This design comes from an exercise in tuning for small area, a short achievable clock period and few clock cycles per item on the open sky130 flow, not from production work.
The RTL was checked by simulation tests, not by an equivalence proof against the original design.

== the baseline ==
==> flow/design.v (excerpt) <==
module proc(
    i_clk    ,
    i_rstn   ,
    i_en     ,
    i_grant_rd  ,
    i_grant_wr  ,
    i_valid  ,
    i_instr ,
    i_data ,
    o_addr  ,
    o_finish ,
    o_req_rd,
    o_req_wr,
    o_ack    ,
    o_data   ,
    o_wr_size ,
    o_busy
);
For scale: ~4,200 cells after synthesis, about 320 I/O pins, ~0.042 mm^2 of cells after synthesis.
Settings: LEC_CHECK=0, CAP_MARGIN=20, CORE_MARGIN=2, CORE_UTILIZATION=65, SLEW_MARGIN=20, SYNTH_HIERARCHICAL=1; clock period 11.0 ns.
standard.sh (not shown) runs the stock make flow with config.mk's settings and CLKGATE_MAP_FILE= SYNTH_SCRIPT=/design/flow/synth_recipe.tcl, a recipe that flattens the netlist after the stock synthesis.
==> flow/flow/run.sh <==
#!/bin/bash
# Own flow: the standard ORFS flow (standard.sh, unchanged synthesis), with
#  - the port buffers made as sky130_fd_sc_hd__buf_1 instead of the default delay buffer,
#  - timing repair (floorplan, CTS, global route) aiming at extra setup slack,
#  - clock tree synthesis without dummy loads.
# The make output goes to make.log; ORFS writes each step's log under orfs/logs/.
set -euo pipefail
export BUFFER_PORTS_ARGS="-buffer_cell sky130_fd_sc_hd__buf_1"
export SETUP_SLACK_MARGIN=7.3
export CTS_ARGS="-sink_clustering_enable -repair_clock_nets -sink_clustering_size 8 -sink_clustering_max_diameter 40 -buf_list {sky130_fd_sc_hd__clkbuf_4} -dont_use_dummy_load"
bash standard.sh > make.log 2>&1
Per the final summary, the baseline finished and its layout is clean on timing, DRC and antenna.
Testbench counts of the baseline, summed over its fixed seeds: cycles 21,430, items 15,905.
Here is what was changed in the inputs of the candidate compared with the baseline.
-- flow/flow/run.sh --
<<< the baseline, line 8
export BUFFER_PORTS_ARGS="-buffer_cell sky130_fd_sc_hd__buf_1"
export SETUP_SLACK_MARGIN=7.3
export CTS_ARGS="-sink_clustering_enable -repair_clock_nets -sink_clustering_size 8 -sink_clustering_max_diameter 40 -buf_list {sky130_fd_sc_hd__clkbuf_4} -dont_use_dummy_load"
bash standard.sh > make.log 2>&1
>>> the candidate, line 8
export BUFFER_PORTS_ARGS="-buffer_cell sky130_fd_sc_hd__buf_1"
export SETUP_SLACK_MARGIN=7.3
export CTS_ARGS="-sink_clustering_enable -repair_clock_nets -sink_clustering_size 8 -sink_clustering_max_diameter 40 -buf_list {sky130_fd_sc_hd__clkbuf_4} -dont_use_dummy_load -root_buf sky130_fd_sc_hd__clkbuf_16"
bash standard.sh > make.log 2>&1
Findings:
From the candidate to the baseline, floorplan die height did not move at all.
Looking at layout overhead on the synthesized area, the candidate sits 2.5 points above the baseline.
Diff the candidate..the baseline | starting density of the core | unchanged
Changes observed in the candidate relative to the baseline: total detailed-routing wirelength increased by about 2% relative to the old numbers.

fjord:
Starting RTL as in the previous note.
export LEC_CHECK = 0
export CAP_MARGIN = 20
export CORE_MARGIN = 2
export CORE_UTILIZATION = 65
export SLEW_MARGIN = 20
export SYNTH_HIERARCHICAL = 1
create_clock -name core_clock -period 11.0 [get_ports {i_clk}]
==> flow/flow/run.sh <==
#!/bin/bash
# Own flow: the standard ORFS flow (standard.sh, unchanged synthesis), with
#  - the port buffers made as sky130_fd_sc_hd__buf_1 instead of the default delay buffer,
#  - timing repair (floorplan, CTS, global route) aiming at extra setup slack,
#  - clock tree synthesis without dummy loads.
# The make output goes to make.log; ORFS writes each step's log under orfs/logs/.
set -euo pipefail
export BUFFER_PORTS_ARGS="-buffer_cell sky130_fd_sc_hd__buf_1"
export SETUP_SLACK_MARGIN=7.6
export CTS_ARGS="-sink_clustering_enable -repair_clock_nets -sink_clustering_size 8 -sink_clustering_max_diameter 40 -buf_list {sky130_fd_sc_hd__clkbuf_4} -dont_use_dummy_load"
bash standard.sh > make.log 2>&1
Testbench counts of fjord, summed over its fixed seeds: cycles 21,430, items 15,905.
--- input diff fjord..willow ---
Settings: setting TNS_END_PERCENT to 30 for the first time.
-- flow/flow/run.sh --
<<< fjord, line 8
export BUFFER_PORTS_ARGS="-buffer_cell sky130_fd_sc_hd__buf_1"
export SETUP_SLACK_MARGIN=7.6
export CTS_ARGS="-sink_clustering_enable -repair_clock_nets -sink_clustering_size 8 -sink_clustering_max_diameter 40 -buf_list {sky130_fd_sc_hd__clkbuf_4} -dont_use_dummy_load"
>>> willow, line 8
export BUFFER_PORTS_ARGS="-buffer_cell sky130_fd_sc_hd__buf_1"
export SETUP_SLACK_MARGIN=7.3
export CTS_ARGS="-sink_clustering_enable -repair_clock_nets -sink_clustering_size 8 -sink_clustering_max_diameter 40 -buf_list {sky130_fd_sc_hd__clkbuf_4} -dont_use_dummy_load"
## What came out
- Going from fjord to willow, initial antenna violation count saw a decrease; cell area after synthesis stayed essentially flat; proportion of cell area occupied by registers rose by 2.2 points.
- Diff fjord -> willow: part of the cycle the worst path needs moved up.
What juniper does differently from willow at the input level:
Settings: PLACE_DENSITY now 0.85, previously not set; TNS_END_PERCENT no longer set, was 30.
Notes after the runs:
- willow → juniper: pin slew with the least headroom to its limit went up, fill cell instance count of the final layout went down.
- In juniper the number of global-route vias before repair turned out 2,199 higher than in willow.
- As far as post-synthesis instance area goes, willow and juniper are indistinguishable; the numbers are identical.
Input-level comparison between raven and juniper:
Settings: PLACE_DENSITY: 0.85 -> unset; CTS_BUF_LIST: unset -> sky130_fd_sc_hd__clkbuf_4 sky130_fd_sc_hd__clkbuf_8; CORE_UTILIZATION: 65 -> 55.
==> flow/flow/run.sh <==
#!/bin/bash
# Own flow: the standard ORFS flow (standard.sh, unchanged synthesis), with
#  - the port buffers made as sky130_fd_sc_hd__buf_1 instead of the default delay buffer,
#  - timing repair (floorplan, CTS, global route) aiming at extra setup slack.
# The make output goes to make.log; ORFS writes each step's log under orfs/logs/.
set -euo pipefail
export BUFFER_PORTS_ARGS="-buffer_cell sky130_fd_sc_hd__buf_1"
export SETUP_SLACK_MARGIN=7.3
bash standard.sh > make.log 2>&1
Taking juniper as the reference, in raven die area higher, sequential share of layout area lower, non-clock buffer count higher, post-route standard cell area excluding fillers higher.
The lower placement-stage cell area of juniper and raven is in juniper.
In the final design statistics, raven uses more standard cells in total than juniper.
raven -> juniper: final worst-path cycle share flat

[static timing again, ports no longer ideal]
In the flow no input, the clock included, has a driving cell. The finished layouts below were timed again as built, in two steps. Step 1 sets driving cells, clkbuf_16 on the clock port and buf_2 on the other inputs (assumed; they add their load-dependent delay and slew). Step 2, shift: input delay + t, output delay - t, t = (earliest + latest rising clock arrival at the registers) / 2. This alone moves slack from input paths to output paths. Slacks: no drivers / after step 1 / after step 2; pairs: no drivers / after step 1.
run	t (ns)	slack for setup (ns)	hold WS [ns]	cell pins on the clock port's net
the baseline	0.952	7.266 / 7.198 / 6.388	0.328 / 0.328 / 0.328	1
the candidate	0.649	7.107 / 7.144 / 6.495	0.332 / 0.332 / 0.332	1
fjord	0.987	7.264 / 7.197 / 6.387	0.267 / 0.267 / 0.267	1
willow	0.960	7.170 / 7.150 / 6.251	0.321 / 0.321 / 0.321	1
juniper	0.966	7.199 / 7.234 / 6.280	0.341 / 0.341 / 0.341	1
raven	0.801	7.190 / 7.203 / 6.402	0.356 / 0.356 / 0.356	1
After both steps setup and hold are still met in every run listed.
